Context: an optimization exercise on an open-source flow, tuned for small area. The choices shown serve that exercise and are no tape-out recipe.
At most, simulation tests tie the RTL to the original design; equivalence was not proved.
No activity file was given, so power comes from the tool's default toggle rates.

==> inputs of run a <==
// WS2812_module
module WS2812_module #(
	parameter FAMILY          = "LIFCL",
	parameter LED_COUNT       = 32,
	parameter CLOCK_FREQUENCY = 38000000
)
(
	input wire				clk_i,
	input wire				resetn_i,
	output reg				led_ctl_o,					 
	output reg				int_o,						 
	output wire				debug_o,
	input wire				apb_penable_i,				 
	input wire				apb_psel_i,					 
	input wire				apb_pwrite_i,				 
	input wire [5:0]  	apb_paddr_i,
	input wire [31:0]	apb_pwdata_i,
	output reg [31:0]	apb_prdata_o,
	output reg				apb_pslverr_o,				 
	output reg				apb_pready_o
);
reg [7:0]   led_number;
reg         auto_send;
reg         int_enable;
reg         trigger_transmit;
reg         led_sending;
reg         sending_q;									 
reg         nb;											 
reg [23:0]  shadow_n;									 
reg         fetch_pend;									 
reg [1:0]   phase;										 
reg [3:0]   cc;
reg [4:0]   bitc;
reg [4:0]   ledc;										 
wire strobe  = resetn_i & apb_psel_i & apb_penable_i & ~apb_pready_o;	 
wire wr      = strobe & apb_pwrite_i;
wire wr_ctrl = wr & (apb_paddr_i == 6'h4);
wire wr_col  = wr & (apb_paddr_i == 6'h8);
wire wr_num  = wr & (apb_paddr_i == 6'hC);
wire col_we  = wr_col & (apb_pwdata_i[31:29] == 3'b0);
always @(posedge clk_i or negedge resetn_i) begin
	if (~resetn_i) begin
		apb_pready_o     <= 1'b0;
		auto_send        <= 1'b1;
		int_enable       <= 1'b0;
		trigger_transmit <= 1'b0;
		led_number       <= 8'h0;
	end
	else begin
		apb_pready_o <= strobe;
		if (wr_ctrl) begin
			auto_send  <= apb_pwdata_i[0];
			int_enable <= apb_pwdata_i[2];
		end
  ...
clock: 26.0 ns
lec_check: 0
cap_margin: 20
core_margin: 2
core_utilization: 60
slew_margin: 20
synth_hierarchical: 1
standard.sh (not shown) runs the stock make flow with config.mk's settings and CLKGATE_MAP_FILE= SYNTH_SCRIPT=/design/flow/synth_recipe.tcl, a recipe that flattens the netlist after the stock synthesis.
==> flow/flow/run.sh <==
#!/bin/bash
# The standard layout (standard.sh, all ORFS steps), with two changes:
#  - port buffers are buf_1 instead of the flow's default choice;
#  - CTS settings below (no dummy loads).
# Each tool's output is in the ORFS logs under orfs/logs; make's output in standard.log.
set -e
export BUFFER_PORTS_ARGS="-buffer_cell sky130_fd_sc_hd__buf_1"
export CTS_ARGS="-sink_clustering_enable -repair_clock_nets -dont_use_dummy_load -buf_list sky130_fd_sc_hd__clkbuf_8 -sink_clustering_size 20 -sink_clustering_max_diameter 60"
bash standard.sh > standard.log 2>&1
==> inputs of run b, as changes to run a <==
--- a/flow/design.v
+++ b/flow/design.v
@@ -34,12 +34,14 @@
 wire strobe  = resetn_i & apb_psel_i & apb_penable_i & ~apb_pready_o;	 
 wire wr      = strobe & apb_pwrite_i;
 wire wr_ctrl = wr & (apb_paddr_i == 6'h4);
 wire wr_col  = wr & (apb_paddr_i == 6'h8);
 wire wr_num  = wr & (apb_paddr_i == 6'hC);
 wire col_we  = wr_col & (apb_pwdata_i[31:29] == 3'b0);
+wire [7:0] led_number_d;
+ws2812_ld #(8) u_ld_num (.ld(wr_num), .ld_n(~wr_num), .d(apb_pwdata_i[31:24]), .q(led_number), .y(led_number_d));
 always @(posedge clk_i or negedge resetn_i) begin
 	if (~resetn_i) begin
 		apb_pready_o     <= 1'b0;
 		auto_send        <= 1'b1;
 		int_enable       <= 1'b0;
 		trigger_transmit <= 1'b0;
@@ -48,14 +50,13 @@
 	else begin
 		apb_pready_o <= strobe;
 		if (wr_ctrl) begin
 			auto_send  <= apb_pwdata_i[0];
 			int_enable <= apb_pwdata_i[2];
 		end
-		if (wr_num)
-			led_number <= apb_pwdata_i[31:24];
+		led_number <= led_number_d;
 		if (~apb_pready_o) begin
 			if (led_sending)
 				trigger_transmit <= 1'b0;
 			if (wr_ctrl & apb_pwdata_i[1])
 				trigger_transmit <= 1'b1;
 			if (wr_col)
@@ -75,19 +76,19 @@
 		coord = {1'b0, x[4:2], x[1:0]};
 	else if (x[3:2] != 2'd3)
 		coord = {3'b100, x[4], x[3:2]};
 	else
 		coord = {4'd10, 1'b0, x[4]};
 endfunction
+wire [29:0] wbuf_d;
+ws2812_ld #(30) u_ld_wbuf (.ld(col_we), .ld_n(~col_we), .d({apb_pwdata_i[23:0], coord(apb_pwdata_i[28:24])}),
+                          .q({wbuf, wr_r, wr_j}), .y(wbuf_d));
 always @(posedge clk_i) begin
 	ph3 <= ph3[1] ? 2'd0 : ph3 + 2'd1;
 	ph2 <= ~ph2;
-	if (col_we) begin
-		wbuf         <= apb_pwdata_i[23:0];
-		{wr_r, wr_j} <= coord(apb_pwdata_i[28:24]);
-	end
+	{wbuf, wr_r, wr_j} <= wbuf_d;
 end
 wire [10:0] ins, ins_n;
 ws2812_ins u_ins (.wr_r(wr_r), .wr_j(wr_j), .ph3(ph3), .ph2(ph2), .ins(ins), .ins_n(ins_n));
 always @(posedge clk_i) begin
 	slots[0 +: 24] <= ({24{ins[0]}} & wbuf) | ({24{ins_n[0]}} & slots[48 +: 24]);
 	slots[24 +: 24] <= slots[0 +: 24];
@@ -182,32 +183,34 @@
 		assign d[9] = slots[648 + gb];
 		assign d[10] = slots[720 + gb];
 		assign d[11] = wbuf[gb];
 		ws2812_rd_bit u_rd (.sel(rd_sel), .d(d), .y(word_out[gb]));
 	end
 endgenerate
+wire a3_n;												 
+ws2812_inv u_a3n (.a(apb_paddr_i[3]), .y(a3_n));
 wire wt_hit = col_we & (apb_pwdata_i[28:24] == led_number[4:0]) & num_ok;
 always @(posedge clk_i or negedge resetn_i) begin
 	if (~resetn_i)
 		fetch_pend <= 1'b1;
 	else if (wr_num)
 		fetch_pend <= 1'b1;
 	else if (fetch_now | wt_hit)
 		fetch_pend <= 1'b0;
 end
 wire [23:0] shadow_d_n;
-ws2812_sh_d u_shd (.wt(wt_hit), .fe(~wt_hit & fetch_now), .pwd(apb_pwdata_i[23:0]), .wo(word_out), .y_n(shadow_d_n));
+ws2812_sh_d u_shd (.wt(wt_hit), .fe(~wt_hit & fetch_now), .hold(~wt_hit & ~fetch_now),
+                   .pwd(apb_pwdata_i[23:0]), .wo(word_out), .cur(~shadow_n), .y_n(shadow_d_n));
 always @(posedge clk_i) begin
-	if (wt_hit | fetch_now)
-		shadow_n <= shadow_d_n;
+	shadow_n <= shadow_d_n;
 	sending_q <= led_sending;
 end
 always @* begin
-	apb_prdata_o     = {led_number, ~shadow_n} & {32{apb_paddr_i[3]}};
-	apb_prdata_o[0]  = (apb_paddr_i[3] & ~shadow_n[0]) | (~apb_paddr_i[3] & (apb_paddr_i[2] ? auto_send : sending_q));
-	apb_prdata_o[2]  = (apb_paddr_i[3] & ~shadow_n[2]) | (~apb_paddr_i[3] & apb_paddr_i[2] & int_enable);
+	apb_prdata_o     = {led_number & ~{8{a3_n}}, ~(shadow_n | {24{a3_n}})};
+	apb_prdata_o[0]  = ~(shadow_n[0] | a3_n) | (a3_n & (apb_paddr_i[2] ? auto_send : sending_q));
+	apb_prdata_o[2]  = ~(shadow_n[2] | a3_n) | (a3_n & apb_paddr_i[2] & int_enable);
 	apb_pslverr_o    = apb_pwrite_i ? (apb_paddr_i == 6'h0) : (apb_paddr_i == 6'h8);
 end
 wire led_ok  = ~fetch_now & (v_led | rd_wbuf);				 
 wire cur_bit = word_out[bitc];
 always @(posedge clk_i)
 	if (led_ok)
@@ -287,17 +290,31 @@
 module ws2812_aoi222 (input wire a, b, c, d, e, f, output wire y);
 assign y = ~((a & b) | (c & d) | (e & f));
 endmodule
 module ws2812_sh_d (
 	input wire        wt,
 	input wire        fe,
+	input wire        hold,
 	input wire [23:0] pwd,
 	input wire [23:0] wo,
+	input wire [23:0] cur,
 	output wire [23:0] y_n
 );
-assign y_n = ~(({24{wt}} & pwd) | ({24{fe}} & wo));
+assign y_n = ~(({24{wt}} & pwd) | ({24{fe}} & wo) | ({24{hold}} & cur));
+endmodule
+module ws2812_ld #(parameter W = 1) (
+	input wire         ld,
+	input wire         ld_n,
+	input wire [W-1:0] d,
+	input wire [W-1:0] q,
+	output wire [W-1:0] y
+);
+assign y = ({W{ld}} & d) | ({W{ld_n}} & q);
+endmodule
+module ws2812_inv (input wire a, output wire y);
+assign y = ~a;
 endmodule
 module ws2812_ins (
 	input wire [3:0] wr_r,
 	input wire [1:0] wr_j,
 	input wire [1:0] ph3,
 	input wire       ph2,
==> flow/flow/run.sh (replaced) <==
#!/bin/bash
# The standard layout (standard.sh, all ORFS steps), with two changes:
#  - port buffers are buf_1 instead of the flow's default choice;
#  - CTS settings below (no dummy loads).
# Each tool's output is in the ORFS logs under orfs/logs; make's output in standard.log.
set -e
export BUFFER_PORTS_ARGS="-buffer_cell sky130_fd_sc_hd__buf_1"
export CTS_ARGS="-sink_clustering_enable -repair_clock_nets -dont_use_dummy_load -buf_list sky130_fd_sc_hd__clkbuf_8 -sink_clustering_size 18 -sink_clustering_max_diameter 50"
bash standard.sh > standard.log 2>&1
- CORE_UTILIZATION: 60 -> 80
- PLACE_DENSITY: default -> 0.85
==> run summary <==
In run b the clock power is higher than in run a, by about 2%.
In run b the utilization is higher than in run a, by 21 points.
Of run b and run a, run b has the higher synthesized cell count (gap 3.7%, measured against run a).
Clock skew: run a is higher than run b (0.029 ns).
In sequential cell count, run a and run b do not differ.
Against run b, the design area of run a is larger by about 1.4%.
In sequential power, run b and run a hardly differ.
Against run a, the combinational power of run b is larger by about 11%.
Of run b and run a, run b has the higher global-route usage (gap 9.9 points).
Sequential share of layout area: run a is higher than run b (1.2 points).
Final cell count: run b is lower than run a (3.4%).
==> figures <==
| metric | run b | run a |
|---|---|---|
| Result of the run | no timing/DRC/antenna violations | no timing/DRC/antenna violations |
| Min cycle time layout | 11.40 ns | 11.66 ns |
| Die Width | 177 um | 204 um |
| Worst-Margin Slew | 1.06 ns | 1.10 ns |
| GR Layer Usage met1 | 53.1% | 43.7% |
| Placeable core region | 29,600 um2 | 39,600 um2 |
| Multi-input gate area | 6080 um2 | 5850 um2 |
| Total number of multi-input combinational cells | 751 | 720 |
| Initial DRT Pass Iterations | 8 | 6 |
| Endpoint arrival time on the critical path | 6.20 ns | 6.46 ns |
| Post-synthesis instance total | 1,753 | 1,690 |
| Multi-input combinational area share | 24.0% | 22.7% |
| Max-slew headroom at the worst pin | 29.3% | 26.8% |
| Max stage delay cell, worst path | buf_4 | clkbuf_2 |
| Sequential Power Share | 67.9% | 68.8% |
| Number of enable-type register cells in the synthesized netlist | 0 | 54 |
| Power in the clock group | 0.564 mW | 0.554 mW |
| Syn avg cell area | 13.6 um2 | 14.2 um2 |
| Sequential area share after synthesis | 72.3% | 74.0% |
| CP peak stage delay | 0.38 ns | 0.70 ns |
| Area share of the leading cell type in the synthesized netlist | 70.6% | 65.6% |
| Seq. pwr | 1.35 mW | 1.36 mW |
| Simple-gate share of the synthesized area | 5.00% | 5.30% |

---

==> 02-03 <==
==> flow/design.v <==
module WS2812_module #(
	parameter FAMILY          = "LIFCL",
	parameter LED_COUNT       = 32,
	parameter CLOCK_FREQUENCY = 38000000
)
(
	input wire				clk_i,
	input wire				resetn_i,
	output reg				led_ctl_o,					 
	output reg				int_o,						 
	output wire				debug_o,
	input wire				apb_penable_i,				 
	input wire				apb_psel_i,					 
	input wire				apb_pwrite_i,				 
	input wire [5:0]  	apb_paddr_i,
	input wire [31:0]	apb_pwdata_i,
	output reg [31:0]	apb_prdata_o,
	output reg				apb_pslverr_o,				 
	output reg				apb_pready_o
);
reg [7:0]   led_number;
reg         auto_send;
reg         int_enable;
reg         trigger_transmit;
reg         led_sending;
reg         sending_q;									 
reg         nb;											 
reg [23:0]  shadow_n;									 
reg         fetch_pend;									 
reg [1:0]   phase;										 
reg [3:0]   cc;
reg [4:0]   bitc;
reg [4:0]   ledc;										 
wire strobe  = resetn_i & apb_psel_i & apb_penable_i & ~apb_pready_o;	 
wire wr      = strobe & apb_pwrite_i;
wire wr_ctrl = wr & (apb_paddr_i == 6'h4);
wire wr_col  = wr & (apb_paddr_i == 6'h8);
wire wr_num  = wr & (apb_paddr_i == 6'hC);
wire col_we  = wr_col & (apb_pwdata_i[31:29] == 3'b0);
always @(posedge clk_i or negedge resetn_i) begin
	if (~resetn_i) begin
		apb_pready_o     <= 1'b0;
		auto_send        <= 1'b1;
		int_enable       <= 1'b0;
		trigger_transmit <= 1'b0;
		led_number       <= 8'h0;
	end
	else begin
		apb_pready_o <= strobe;
		if (wr_ctrl) begin
			auto_send  <= apb_pwdata_i[0];
			int_enable <= apb_pwdata_i[2];
		end
		if (wr_num)
			led_number <= apb_pwdata_i[31:24];
		if (~apb_pready_o) begin
			if (led_sending)
				trigger_transmit <= 1'b0;
			if (wr_ctrl & apb_pwdata_i[1])
				trigger_transmit <= 1'b1;
			if (wr_col)
				trigger_transmit <= auto_send;
		end
	end
end
reg [767:0] slots;										 
reg [23:0]  wbuf;										 
reg [3:0]   wr_r;										 
reg [1:0]   wr_j;										 
reg [1:0]   ph3;										 
reg         ph2;										 
function [5:0] coord;
	input [4:0] x;
	if (x[1:0] != 2'd3)
		coord = {1'b0, x[4:2], x[1:0]};
	else if (x[3:2] != 2'd3)
		coord = {3'b100, x[4], x[3:2]};
	else
		coord = {4'd10, 1'b0, x[4]};
endfunction
always @(posedge clk_i) begin
	ph3 <= ph3[1] ? 2'd0 : ph3 + 2'd1;
	ph2 <= ~ph2;
	if (col_we) begin
		wbuf         <= apb_pwdata_i[23:0];
		{wr_r, wr_j} <= coord(apb_pwdata_i[28:24]);
	end
end
wire [10:0] ins, ins_n;
ws2812_ins u_ins (.wr_r(wr_r), .wr_j(wr_j), .ph3(ph3), .ph2(ph2), .ins(ins), .ins_n(ins_n));
always @(posedge clk_i) begin
	slots[0 +: 24] <= ({24{ins[0]}} & wbuf) | ({24{ins_n[0]}} & slots[48 +: 24]);
	slots[24 +: 24] <= slots[0 +: 24];
	slots[48 +: 24] <= slots[24 +: 24];
end
always @(posedge clk_i) begin
	slots[72 +: 24] <= ({24{ins[1]}} & wbuf) | ({24{ins_n[1]}} & slots[120 +: 24]);
	slots[96 +: 24] <= slots[72 +: 24];
	slots[120 +: 24] <= slots[96 +: 24];
end
always @(posedge clk_i) begin
	slots[144 +: 24] <= ({24{ins[2]}} & wbuf) | ({24{ins_n[2]}} & slots[192 +: 24]);
	slots[168 +: 24] <= slots[144 +: 24];
	slots[192 +: 24] <= slots[168 +: 24];
end
always @(posedge clk_i) begin
	slots[216 +: 24] <= ({24{ins[3]}} & wbuf) | ({24{ins_n[3]}} & slots[264 +: 24]);
	slots[240 +: 24] <= slots[216 +: 24];
	slots[264 +: 24] <= slots[240 +: 24];
end
always @(posedge clk_i) begin
	slots[288 +: 24] <= ({24{ins[4]}} & wbuf) | ({24{ins_n[4]}} & slots[336 +: 24]);
	slots[312 +: 24] <= slots[288 +: 24];
	slots[336 +: 24] <= slots[312 +: 24];
end
always @(posedge clk_i) begin
	slots[360 +: 24] <= ({24{ins[5]}} & wbuf) | ({24{ins_n[5]}} & slots[408 +: 24]);
	slots[384 +: 24] <= slots[360 +: 24];
	slots[408 +: 24] <= slots[384 +: 24];
end
always @(posedge clk_i) begin
	slots[432 +: 24] <= ({24{ins[6]}} & wbuf) | ({24{ins_n[6]}} & slots[480 +: 24]);
	slots[456 +: 24] <= slots[432 +: 24];
	slots[480 +: 24] <= slots[456 +: 24];
end
always @(posedge clk_i) begin
	slots[504 +: 24] <= ({24{ins[7]}} & wbuf) | ({24{ins_n[7]}} & slots[552 +: 24]);
	slots[528 +: 24] <= slots[504 +: 24];
	slots[552 +: 24] <= slots[528 +: 24];
end
always @(posedge clk_i) begin
	slots[576 +: 24] <= ({24{ins[8]}} & wbuf) | ({24{ins_n[8]}} & slots[624 +: 24]);
	slots[600 +: 24] <= slots[576 +: 24];
	slots[624 +: 24] <= slots[600 +: 24];
end
always @(posedge clk_i) begin
	slots[648 +: 24] <= ({24{ins[9]}} & wbuf) | ({24{ins_n[9]}} & slots[696 +: 24]);
	slots[672 +: 24] <= slots[648 +: 24];
	slots[696 +: 24] <= slots[672 +: 24];
end
always @(posedge clk_i) begin
	slots[720 +: 24] <= ({24{ins[10]}} & wbuf) | ({24{ins_n[10]}} & slots[744 +: 24]);
	slots[744 +: 24] <= slots[720 +: 24];
end
wire [5:0] ln      = coord(led_number[4:0]);
wire       num_ok  = (led_number[7:5] == 3'b0);
wire       v_apb   = (ln[5:2] == 4'd10) ? (ph2 == ln[0]) : (ph3 == {ln[0], ln[1]});
wire [5:0] lc      = coord(ledc);
wire       v_led   = (lc[5:2] == 4'd10) ? (ph2 == lc[0]) : (ph3 == {lc[0], lc[1]});
wire       fetch_now = fetch_pend & (~num_ok | v_apb);
wire [3:0] sel_r   = fetch_now ? ln[5:2] : lc[5:2];
wire [1:0] sel_j   = fetch_now ? ln[1:0] : lc[1:0];
wire       rd_ok   = ~fetch_now | num_ok;
wire       rd_wbuf = rd_ok & (sel_r == wr_r) & (sel_j == wr_j);
wire [11:0] rd_sel;
wire [23:0] word_out;
assign rd_sel[0] = rd_ok & ~rd_wbuf & (sel_r == 4'd0);
assign rd_sel[1] = rd_ok & ~rd_wbuf & (sel_r == 4'd1);
assign rd_sel[2] = rd_ok & ~rd_wbuf & (sel_r == 4'd2);
assign rd_sel[3] = rd_ok & ~rd_wbuf & (sel_r == 4'd3);
assign rd_sel[4] = rd_ok & ~rd_wbuf & (sel_r == 4'd4);
assign rd_sel[5] = rd_ok & ~rd_wbuf & (sel_r == 4'd5);
assign rd_sel[6] = rd_ok & ~rd_wbuf & (sel_r == 4'd6);
assign rd_sel[7] = rd_ok & ~rd_wbuf & (sel_r == 4'd7);
assign rd_sel[8] = rd_ok & ~rd_wbuf & (sel_r == 4'd8);
assign rd_sel[9] = rd_ok & ~rd_wbuf & (sel_r == 4'd9);
assign rd_sel[10] = rd_ok & ~rd_wbuf & (sel_r == 4'd10);
assign rd_sel[11] = rd_wbuf;
genvar gb;
generate
	for (gb = 0; gb < 24; gb = gb + 1) begin : g_rd
		wire [11:0] d;
		assign d[0] = slots[0 + gb];
		assign d[1] = slots[72 + gb];
		assign d[2] = slots[144 + gb];
		assign d[3] = slots[216 + gb];
		assign d[4] = slots[288 + gb];
		assign d[5] = slots[360 + gb];
		assign d[6] = slots[432 + gb];
		assign d[7] = slots[504 + gb];
		assign d[8] = slots[576 + gb];
		assign d[9] = slots[648 + gb];
		assign d[10] = slots[720 + gb];
		assign d[11] = wbuf[gb];
		ws2812_rd_bit u_rd (.sel(rd_sel), .d(d), .y(word_out[gb]));
	end
endgenerate
wire wt_hit = col_we & (apb_pwdata_i[28:24] == led_number[4:0]) & num_ok;
always @(posedge clk_i or negedge resetn_i) begin
	if (~resetn_i)
		fetch_pend <= 1'b1;
	else if (wr_num)
		fetch_pend <= 1'b1;
	else if (fetch_now | wt_hit)
		fetch_pend <= 1'b0;
end
wire [23:0] shadow_d_n;
ws2812_sh_d u_shd (.wt(wt_hit), .fe(~wt_hit & fetch_now), .pwd(apb_pwdata_i[23:0]), .wo(word_out), .y_n(shadow_d_n));
always @(posedge clk_i) begin
	if (wt_hit | fetch_now)
		shadow_n <= shadow_d_n;
	sending_q <= led_sending;
end
always @* begin
	apb_prdata_o     = {led_number, ~shadow_n} & {32{apb_paddr_i[3]}};
	apb_prdata_o[0]  = (apb_paddr_i[3] & ~shadow_n[0]) | (~apb_paddr_i[3] & (apb_paddr_i[2] ? auto_send : sending_q));
	apb_prdata_o[2]  = (apb_paddr_i[3] & ~shadow_n[2]) | (~apb_paddr_i[3] & apb_paddr_i[2] & int_enable);
	apb_pslverr_o    = apb_pwrite_i ? (apb_paddr_i == 6'h0) : (apb_paddr_i == 6'h8);
end
wire led_ok  = ~fetch_now & (v_led | rd_wbuf);				 
wire cur_bit = word_out[bitc];
always @(posedge clk_i)
	if (led_ok)
		nb <= cur_bit;
wire led_bit = led_ok ? cur_bit : nb;
wire tick      = (cc == 4'h0);
wire start     = ~led_sending & trigger_transmit;
wire last_bit  = (bitc == 5'd0);
wire last_led  = (ledc == 5'd31);
wire gap_end   = (ledc == 5'd9) & (bitc == 5'd20);				 
always @(posedge clk_i or negedge resetn_i) begin
	if (~resetn_i) begin
		led_ctl_o   <= 1'b0;
		int_o       <= 1'b0;
		led_sending <= 1'b0;
	end
	else begin
		int_o <= 1'b0;
		if (start) begin
			led_ctl_o   <= 1'b1;
			led_sending <= 1'b1;
		end
		else if (led_sending & tick) begin
			case (phase)
				2'd1: led_ctl_o <= 1'b1;
				2'd2: led_ctl_o <= led_bit;
				2'd3: led_ctl_o <= 1'b0;
				2'd0: begin
					led_ctl_o <= 1'b0;
					if (gap_end) begin
						led_sending <= 1'b0;
						int_o       <= int_enable;
					end
				end
			endcase
		end
	end
end
always @(posedge clk_i) begin
	if (start) begin
		phase <= 2'd2;
		cc    <= 4'd15;
		bitc  <= 5'd23;
		ledc  <= 5'd0;
	end
	else if (led_sending) begin
		cc <= cc - 4'd1;
		if (tick) begin
			case (phase)
				2'd1: phase <= 2'd2;
				2'd2: phase <= (last_bit & last_led) ? 2'd0 : 2'd3;
				2'd3: phase <= 2'd1;
				default: ;
			endcase
			if (phase == 2'd2 || phase == 2'd0) begin
				bitc <= last_bit ? 5'd23 : bitc - 5'd1;
				if (last_bit)
					ledc <= ledc + 5'd1;
			end
		end
	end
end
assign debug_o = auto_send;
endmodule
module ws2812_rd_bit (
	input wire [11:0] sel,
	input wire [11:0] d,
	output wire        y
);
wire [3:0] n;
ws2812_aoi222 u0 (.a(sel[0]), .b(d[0]), .c(sel[1]), .d(d[1]), .e(sel[2]),  .f(d[2]),  .y(n[0]));
ws2812_aoi222 u1 (.a(sel[3]), .b(d[3]), .c(sel[4]), .d(d[4]), .e(sel[5]),  .f(d[5]),  .y(n[1]));
ws2812_aoi222 u2 (.a(sel[6]), .b(d[6]), .c(sel[7]), .d(d[7]), .e(sel[8]),  .f(d[8]),  .y(n[2]));
ws2812_aoi222 u3 (.a(sel[9]), .b(d[9]), .c(sel[10]), .d(d[10]), .e(sel[11]), .f(d[11]), .y(n[3]));
assign y = ~&n;
endmodule
module ws2812_aoi222 (input wire a, b, c, d, e, f, output wire y);
assign y = ~((a & b) | (c & d) | (e & f));
endmodule
module ws2812_sh_d (
	input wire        wt,
	input wire        fe,
	input wire [23:0] pwd,
	input wire [23:0] wo,
	output wire [23:0] y_n
);
assign y_n = ~(({24{wt}} & pwd) | ({24{fe}} & wo));
endmodule
module ws2812_ins (
	input wire [3:0] wr_r,
	input wire [1:0] wr_j,
	input wire [1:0] ph3,
	input wire       ph2,
	output wire [10:0] ins,
	output wire [10:0] ins_n
);
wire last3 = (ph3 == {~wr_j[0] & ~wr_j[1], wr_j[0]});
wire last2 = (ph2 != wr_j[0]);
assign ins[0] = (wr_r == 4'd0) & last3;
assign ins[1] = (wr_r == 4'd1) & last3;
assign ins[2] = (wr_r == 4'd2) & last3;
assign ins[3] = (wr_r == 4'd3) & last3;
assign ins[4] = (wr_r == 4'd4) & last3;
assign ins[5] = (wr_r == 4'd5) & last3;
assign ins[6] = (wr_r == 4'd6) & last3;
assign ins[7] = (wr_r == 4'd7) & last3;
assign ins[8] = (wr_r == 4'd8) & last3;
assign ins[9] = (wr_r == 4'd9) & last3;
assign ins[10] = (wr_r == 4'd10) & last2;
assign ins_n = ~ins;
endmodule
==> flow/flow/run.sh <==
#!/bin/bash
# The standard layout (standard.sh, all ORFS steps), with two changes:
#  - port buffers are buf_1 instead of the flow's default choice;
#  - CTS settings below (no dummy loads).
# Each tool's output is in the ORFS logs under orfs/logs; make's output in standard.log.
set -e
export BUFFER_PORTS_ARGS="-buffer_cell sky130_fd_sc_hd__buf_1"
export CTS_ARGS="-sink_clustering_enable -repair_clock_nets -dont_use_dummy_load -buf_list sky130_fd_sc_hd__clkbuf_8 -sink_clustering_size 20 -sink_clustering_max_diameter 60"
bash standard.sh > standard.log 2>&1
==> flow/standard.sh <==
#!/bin/bash
# synth_recipe.tcl (not shown) runs the flow's synth.tcl, then flattens the netlist and writes it again
# the make line also repeats each setting of config.mk as NAME=value (left out here)
make -C /OpenROAD-flow-scripts/flow DESIGN_CONFIG=/design/flow/config.mk WORK_HOME=/design/flow/orfs CLKGATE_MAP_FILE= SYNTH_SCRIPT=/design/flow/synth_recipe.tcl "${@:-finish}"
==> flow/config.mk <==
export PLATFORM = sky130hd
export DESIGN_NAME = WS2812_module
export DESIGN_NICKNAME = WS2812_module
export VERILOG_FILES = /design/flow/design.v
export SDC_FILE = /design/flow/constraint.sdc
export NUM_CORES = 4
export LEC_CHECK = 0
export CAP_MARGIN = 20
export CORE_MARGIN = 2
export CORE_UTILIZATION = 80
export PLACE_DENSITY = 0.85
export SLEW_MARGIN = 20
export SYNTH_HIERARCHICAL = 1
==> flow/constraint.sdc <==
create_clock -name core_clock -period 26.0 [get_ports {clk_i}]
set_input_delay 5.2000 -clock core_clock [delete_from_list [all_inputs] [get_ports {clk_i}]]
set_output_delay 5.2000 -clock core_clock [all_outputs]
set_load 0.01 [all_outputs]
==> 06-21: changes against 02-03 <==
--- a/flow/design.v
+++ b/flow/design.v
@@ -32,3 +32,4 @@
 reg [4:0]   bitc;
-reg [4:0]   ledc;										 
+reg [3:0]   lr;											 
+reg [1:0]   lj;											 
 wire strobe  = resetn_i & apb_psel_i & apb_penable_i & ~apb_pready_o;	 
@@ -73,8 +74,36 @@
 	input [4:0] x;
-	if (x[1:0] != 2'd3)
-		coord = {1'b0, x[4:2], x[1:0]};
-	else if (x[3:2] != 2'd3)
-		coord = {3'b100, x[4], x[3:2]};
-	else
-		coord = {4'd10, 1'b0, x[4]};
+	case (x)
+		5'd0: coord = {4'd0, 2'd0};
+		5'd1: coord = {4'd0, 2'd1};
+		5'd2: coord = {4'd0, 2'd2};
+		5'd3: coord = {4'd1, 2'd0};
+		5'd4: coord = {4'd1, 2'd1};
+		5'd5: coord = {4'd1, 2'd2};
+		5'd6: coord = {4'd2, 2'd0};
+		5'd7: coord = {4'd2, 2'd1};
+		5'd8: coord = {4'd2, 2'd2};
+		5'd9: coord = {4'd3, 2'd0};
+		5'd10: coord = {4'd3, 2'd1};
+		5'd11: coord = {4'd3, 2'd2};
+		5'd12: coord = {4'd4, 2'd0};
+		5'd13: coord = {4'd4, 2'd1};
+		5'd14: coord = {4'd4, 2'd2};
+		5'd15: coord = {4'd5, 2'd0};
+		5'd16: coord = {4'd5, 2'd1};
+		5'd17: coord = {4'd5, 2'd2};
+		5'd18: coord = {4'd6, 2'd0};
+		5'd19: coord = {4'd6, 2'd1};
+		5'd20: coord = {4'd6, 2'd2};
+		5'd21: coord = {4'd7, 2'd0};
+		5'd22: coord = {4'd7, 2'd1};
+		5'd23: coord = {4'd7, 2'd2};
+		5'd24: coord = {4'd8, 2'd0};
+		5'd25: coord = {4'd8, 2'd1};
+		5'd26: coord = {4'd8, 2'd2};
+		5'd27: coord = {4'd9, 2'd0};
+		5'd28: coord = {4'd9, 2'd1};
+		5'd29: coord = {4'd9, 2'd2};
+		5'd30: coord = {4'd10, 2'd0};
+		5'd31: coord = {4'd10, 2'd1};
+	endcase
 endfunction
@@ -147,7 +176,6 @@
 wire       v_apb   = (ln[5:2] == 4'd10) ? (ph2 == ln[0]) : (ph3 == {ln[0], ln[1]});
-wire [5:0] lc      = coord(ledc);
-wire       v_led   = (lc[5:2] == 4'd10) ? (ph2 == lc[0]) : (ph3 == {lc[0], lc[1]});
+wire       v_led   = (lr == 4'd10) ? (ph2 == lj[0]) : (ph3 == {lj[0], lj[1]});
 wire       fetch_now = fetch_pend & (~num_ok | v_apb);
-wire [3:0] sel_r   = fetch_now ? ln[5:2] : lc[5:2];
-wire [1:0] sel_j   = fetch_now ? ln[1:0] : lc[1:0];
+wire [3:0] sel_r   = fetch_now ? ln[5:2] : lr;
+wire [1:0] sel_j   = fetch_now ? ln[1:0] : lj;
 wire       rd_ok   = ~fetch_now | num_ok;
@@ -218,4 +246,4 @@
 wire last_bit  = (bitc == 5'd0);
-wire last_led  = (ledc == 5'd31);
-wire gap_end   = (ledc == 5'd9) & (bitc == 5'd20);				 
+wire last_led  = (lr == 4'd10) & (lj == 2'd1);				 
+wire gap_end   = (lr == 4'd3) & (lj == 2'd0) & (bitc == 5'd20);	 
 always @(posedge clk_i or negedge resetn_i) begin
@@ -253,3 +281,4 @@
 		bitc  <= 5'd23;
-		ledc  <= 5'd0;
+		lr    <= 4'd0;
+		lj    <= 2'd0;
 	end
@@ -266,4 +295,14 @@
 				bitc <= last_bit ? 5'd23 : bitc - 5'd1;
-				if (last_bit)
-					ledc <= ledc + 5'd1;
+				if (last_bit) begin
+					if (last_led) begin
+						lr <= 4'd0;
+						lj <= 2'd0;
+					end
+					else if (lj == 2'd2) begin
+						lr <= lr + 4'd1;
+						lj <= 2'd0;
+					end
+					else
+						lj <= lj + 2'd1;
+				end
 			end
Settings changed: CORE_UTILIZATION 80 to 60, PLACE_DENSITY 0.85 to not set.
==> 06-20: changes against 02-03 <==
--- a/flow/design.v
+++ b/flow/design.v
@@ -39,2 +39,4 @@
 wire col_we  = wr_col & (apb_pwdata_i[31:29] == 3'b0);
+wire [7:0] led_number_d;
+ws2812_ld #(8) u_ld_num (.ld(wr_num), .ld_n(~wr_num), .d(apb_pwdata_i[31:24]), .q(led_number), .y(led_number_d));
 always @(posedge clk_i or negedge resetn_i) begin
@@ -53,4 +55,3 @@
 		end
-		if (wr_num)
-			led_number <= apb_pwdata_i[31:24];
+		led_number <= led_number_d;
 		if (~apb_pready_o) begin
@@ -80,2 +81,5 @@
 endfunction
+wire [29:0] wbuf_d;
+ws2812_ld #(30) u_ld_wbuf (.ld(col_we), .ld_n(~col_we), .d({apb_pwdata_i[23:0], coord(apb_pwdata_i[28:24])}),
+                          .q({wbuf, wr_r, wr_j}), .y(wbuf_d));
 always @(posedge clk_i) begin
@@ -83,6 +87,3 @@
 	ph2 <= ~ph2;
-	if (col_we) begin
-		wbuf         <= apb_pwdata_i[23:0];
-		{wr_r, wr_j} <= coord(apb_pwdata_i[28:24]);
-	end
+	{wbuf, wr_r, wr_j} <= wbuf_d;
 end
@@ -187,2 +188,4 @@
 endgenerate
+wire a3_n;												 
+ws2812_inv u_a3n (.a(apb_paddr_i[3]), .y(a3_n));
 wire wt_hit = col_we & (apb_pwdata_i[28:24] == led_number[4:0]) & num_ok;
@@ -197,6 +200,6 @@
 wire [23:0] shadow_d_n;
-ws2812_sh_d u_shd (.wt(wt_hit), .fe(~wt_hit & fetch_now), .pwd(apb_pwdata_i[23:0]), .wo(word_out), .y_n(shadow_d_n));
+ws2812_sh_d u_shd (.wt(wt_hit), .fe(~wt_hit & fetch_now), .hold(~wt_hit & ~fetch_now),
+                   .pwd(apb_pwdata_i[23:0]), .wo(word_out), .cur(~shadow_n), .y_n(shadow_d_n));
 always @(posedge clk_i) begin
-	if (wt_hit | fetch_now)
-		shadow_n <= shadow_d_n;
+	shadow_n <= shadow_d_n;
 	sending_q <= led_sending;
@@ -204,5 +207,5 @@
 always @* begin
-	apb_prdata_o     = {led_number, ~shadow_n} & {32{apb_paddr_i[3]}};
-	apb_prdata_o[0]  = (apb_paddr_i[3] & ~shadow_n[0]) | (~apb_paddr_i[3] & (apb_paddr_i[2] ? auto_send : sending_q));
-	apb_prdata_o[2]  = (apb_paddr_i[3] & ~shadow_n[2]) | (~apb_paddr_i[3] & apb_paddr_i[2] & int_enable);
+	apb_prdata_o     = {led_number & ~{8{a3_n}}, ~(shadow_n | {24{a3_n}})};
+	apb_prdata_o[0]  = ~(shadow_n[0] | a3_n) | (a3_n & (apb_paddr_i[2] ? auto_send : sending_q));
+	apb_prdata_o[2]  = ~(shadow_n[2] | a3_n) | (a3_n & apb_paddr_i[2] & int_enable);
 	apb_pslverr_o    = apb_pwrite_i ? (apb_paddr_i == 6'h0) : (apb_paddr_i == 6'h8);
@@ -292,7 +295,21 @@
 	input wire        fe,
+	input wire        hold,
 	input wire [23:0] pwd,
 	input wire [23:0] wo,
+	input wire [23:0] cur,
 	output wire [23:0] y_n
 );
-assign y_n = ~(({24{wt}} & pwd) | ({24{fe}} & wo));
+assign y_n = ~(({24{wt}} & pwd) | ({24{fe}} & wo) | ({24{hold}} & cur));
+endmodule
+module ws2812_ld #(parameter W = 1) (
+	input wire         ld,
+	input wire         ld_n,
+	input wire [W-1:0] d,
+	input wire [W-1:0] q,
+	output wire [W-1:0] y
+);
+assign y = ({W{ld}} & d) | ({W{ld_n}} & q);
+endmodule
+module ws2812_inv (input wire a, output wire y);
+assign y = ~a;
 endmodule
--- a/flow/flow/run.sh
+++ b/flow/flow/run.sh
@@ -7,3 +7,3 @@
 export BUFFER_PORTS_ARGS="-buffer_cell sky130_fd_sc_hd__buf_1"
-export CTS_ARGS="-sink_clustering_enable -repair_clock_nets -dont_use_dummy_load -buf_list sky130_fd_sc_hd__clkbuf_8 -sink_clustering_size 20 -sink_clustering_max_diameter 60"
+export CTS_ARGS="-sink_clustering_enable -repair_clock_nets -dont_use_dummy_load -buf_list sky130_fd_sc_hd__clkbuf_8 -sink_clustering_size 18 -sink_clustering_max_diameter 50"
 bash standard.sh > standard.log 2>&1
Settings changed: CORE_UTILIZATION 80 to 85, PLACE_DENSITY 0.85 to 0.92.
==> 06-17: changes against 02-03 <==
--- a/flow/design.v
+++ b/flow/design.v
@@ -39,2 +39,4 @@
 wire col_we  = wr_col & (apb_pwdata_i[31:29] == 3'b0);
+wire [7:0] led_number_d;
+ws2812_ld #(8) u_ld_num (.ld(wr_num), .ld_n(~wr_num), .d(apb_pwdata_i[31:24]), .q(led_number), .y(led_number_d));
 always @(posedge clk_i or negedge resetn_i) begin
@@ -53,4 +55,3 @@
 		end
-		if (wr_num)
-			led_number <= apb_pwdata_i[31:24];
+		led_number <= led_number_d;
 		if (~apb_pready_o) begin
@@ -80,2 +81,5 @@
 endfunction
+wire [29:0] wbuf_d;
+ws2812_ld #(30) u_ld_wbuf (.ld(col_we), .ld_n(~col_we), .d({apb_pwdata_i[23:0], coord(apb_pwdata_i[28:24])}),
+                          .q({wbuf, wr_r, wr_j}), .y(wbuf_d));
 always @(posedge clk_i) begin
@@ -83,6 +87,3 @@
 	ph2 <= ~ph2;
-	if (col_we) begin
-		wbuf         <= apb_pwdata_i[23:0];
-		{wr_r, wr_j} <= coord(apb_pwdata_i[28:24]);
-	end
+	{wbuf, wr_r, wr_j} <= wbuf_d;
 end
@@ -187,2 +188,4 @@
 endgenerate
+wire a3_n;												 
+ws2812_inv u_a3n (.a(apb_paddr_i[3]), .y(a3_n));
 wire wt_hit = col_we & (apb_pwdata_i[28:24] == led_number[4:0]) & num_ok;
@@ -197,6 +200,6 @@
 wire [23:0] shadow_d_n;
-ws2812_sh_d u_shd (.wt(wt_hit), .fe(~wt_hit & fetch_now), .pwd(apb_pwdata_i[23:0]), .wo(word_out), .y_n(shadow_d_n));
+ws2812_sh_d u_shd (.wt(wt_hit), .fe(~wt_hit & fetch_now), .hold(~wt_hit & ~fetch_now),
+                   .pwd(apb_pwdata_i[23:0]), .wo(word_out), .cur(~shadow_n), .y_n(shadow_d_n));
 always @(posedge clk_i) begin
-	if (wt_hit | fetch_now)
-		shadow_n <= shadow_d_n;
+	shadow_n <= shadow_d_n;
 	sending_q <= led_sending;
@@ -204,5 +207,5 @@
 always @* begin
-	apb_prdata_o     = {led_number, ~shadow_n} & {32{apb_paddr_i[3]}};
-	apb_prdata_o[0]  = (apb_paddr_i[3] & ~shadow_n[0]) | (~apb_paddr_i[3] & (apb_paddr_i[2] ? auto_send : sending_q));
-	apb_prdata_o[2]  = (apb_paddr_i[3] & ~shadow_n[2]) | (~apb_paddr_i[3] & apb_paddr_i[2] & int_enable);
+	apb_prdata_o     = {led_number & ~{8{a3_n}}, ~(shadow_n | {24{a3_n}})};
+	apb_prdata_o[0]  = ~(shadow_n[0] | a3_n) | (a3_n & (apb_paddr_i[2] ? auto_send : sending_q));
+	apb_prdata_o[2]  = ~(shadow_n[2] | a3_n) | (a3_n & apb_paddr_i[2] & int_enable);
 	apb_pslverr_o    = apb_pwrite_i ? (apb_paddr_i == 6'h0) : (apb_paddr_i == 6'h8);
@@ -292,7 +295,21 @@
 	input wire        fe,
+	input wire        hold,
 	input wire [23:0] pwd,
 	input wire [23:0] wo,
+	input wire [23:0] cur,
 	output wire [23:0] y_n
 );
-assign y_n = ~(({24{wt}} & pwd) | ({24{fe}} & wo));
+assign y_n = ~(({24{wt}} & pwd) | ({24{fe}} & wo) | ({24{hold}} & cur));
+endmodule
+module ws2812_ld #(parameter W = 1) (
+	input wire         ld,
+	input wire         ld_n,
+	input wire [W-1:0] d,
+	input wire [W-1:0] q,
+	output wire [W-1:0] y
+);
+assign y = ({W{ld}} & d) | ({W{ld_n}} & q);
+endmodule
+module ws2812_inv (input wire a, output wire y);
+assign y = ~a;
 endmodule
--- a/flow/flow/run.sh
+++ b/flow/flow/run.sh
@@ -7,3 +7,3 @@
 export BUFFER_PORTS_ARGS="-buffer_cell sky130_fd_sc_hd__buf_1"
-export CTS_ARGS="-sink_clustering_enable -repair_clock_nets -dont_use_dummy_load -buf_list sky130_fd_sc_hd__clkbuf_8 -sink_clustering_size 20 -sink_clustering_max_diameter 60"
+export CTS_ARGS="-sink_clustering_enable -repair_clock_nets -dont_use_dummy_load -buf_list sky130_fd_sc_hd__clkbuf_8 -sink_clustering_size 24 -sink_clustering_max_diameter 35"
 bash standard.sh > standard.log 2>&1
==> run summary <==
| item | 06-20 | 02-03 | 06-21 | 06-17 |
|---|---|---|---|---|
| Floorplan die area | 29500 µm² | 31500 µm² | 42600 µm² | 31300 µm² |
| Layout multi-input combinational cell count | 751 | 720 | 796 | 751 |
| Design Area, Final | 25400 µm² | 25400 µm² | 26100 µm² | 25600 µm² |
| H-tree lvl count | 2 | 2 | 2 | 3 |
| Met2 Wirelength | 31.1 mm | 28.8 mm | 28.6 mm | 29.3 mm |
| Data arrival time at the worst-slack endpoint | 6390 ps | 6420 ps | 6450 ps | 6200 ps |
| Overall fraction of global-route tracks in use | 0.486 | 0.405 | 0.300 | 0.412 |
| PD cells | 78.7 nW/µm² | 77.1 nW/µm² | 78.0 nW/µm² | 81.2 nW/µm² |
| Post-layout net count | 1884 | 1809 | 1910 | 1901 |
| Filler cells | 924 | 1416 | 3088 | 1406 |
| Comb pwr share | 0.037 | 0.034 | 0.058 | 0.035 |
| Relative max-transition margin | 0.286 | 0.242 | 0.223 | 0.205 |
| Final core area utilization | 0.915 | 0.858 | 0.643 | 0.867 |
| Number of distinct standard cells referenced by the synthesized netlist | 61 | 74 | 72 | 61 |
| Run status | no timing/DRC/antenna violations | no timing/DRC/antenna violations | no timing/DRC/antenna violations | no timing/DRC/antenna violations |
| Hold Crit Endpoint | slots[635] | slots[267] | slots[503] | slots[51] |
| Clock Power Share | 0.288 | 0.274 | 0.268 | 0.319 |
| Post-placement setup slack | 14110 ps | 14390 ps | 14350 ps | 14610 ps |
The RTL of 06-21 was laid out without a check of its function.

afterwards: timing with drivers on the ports:
How much do the figures lean on ideal ports? The routed layouts below were timed once more, with nothing changed but the port constraints. Step 1 (the two cells are an assumption about what drives the block):
set clk [get_ports {clk_i}]
set_driving_cell -lib_cell sky130_fd_sc_hd__clkbuf_16 $clk
set_driving_cell -lib_cell sky130_fd_sc_hd__buf_2 [delete_from_list [all_inputs] $clk]
Step 2 adds t to the input delays and takes it off the output delays; t is the mean of the earliest and latest rising clock arrival at the registers after step 1. Input paths then give back, and output paths get back, about the clock's delay inside the block. Three values: ideal ports, drivers, drivers and shift; two values: the first two.
| run | shift t [ns] | slack for setup (ns) | worst setup path at the end | worst register clock-pin slew, ns |
|---|---|---|---|---|
| run a | 0.714 | 14.338 / 14.318 / 14.318 | input to output | 0.12 / 0.12 |
| run b | 0.662 | 14.600 / 14.566 / 14.566 | input to output | 0.11 / 0.11 |
| 02-03 | 0.624 | 14.377 / 14.354 / 14.354 | input to output | 0.13 / 0.13 |
| 06-21 | 0.691 | 14.353 / 14.332 / 14.332 | input to output | 0.12 / 0.12 |
| 06-20 | 0.660 | 14.411 / 14.389 / 14.389 | input to output | 0.12 / 0.12 |
| 06-17 | 0.639 | 14.605 / 14.573 / 14.573 | input to output | 0.12 / 0.12 |
After both steps every run listed still meets setup and hold. For run b, which loses most, drivers alone change the setup slack by -0.034 ns; drivers and shift together by -0.034 ns.
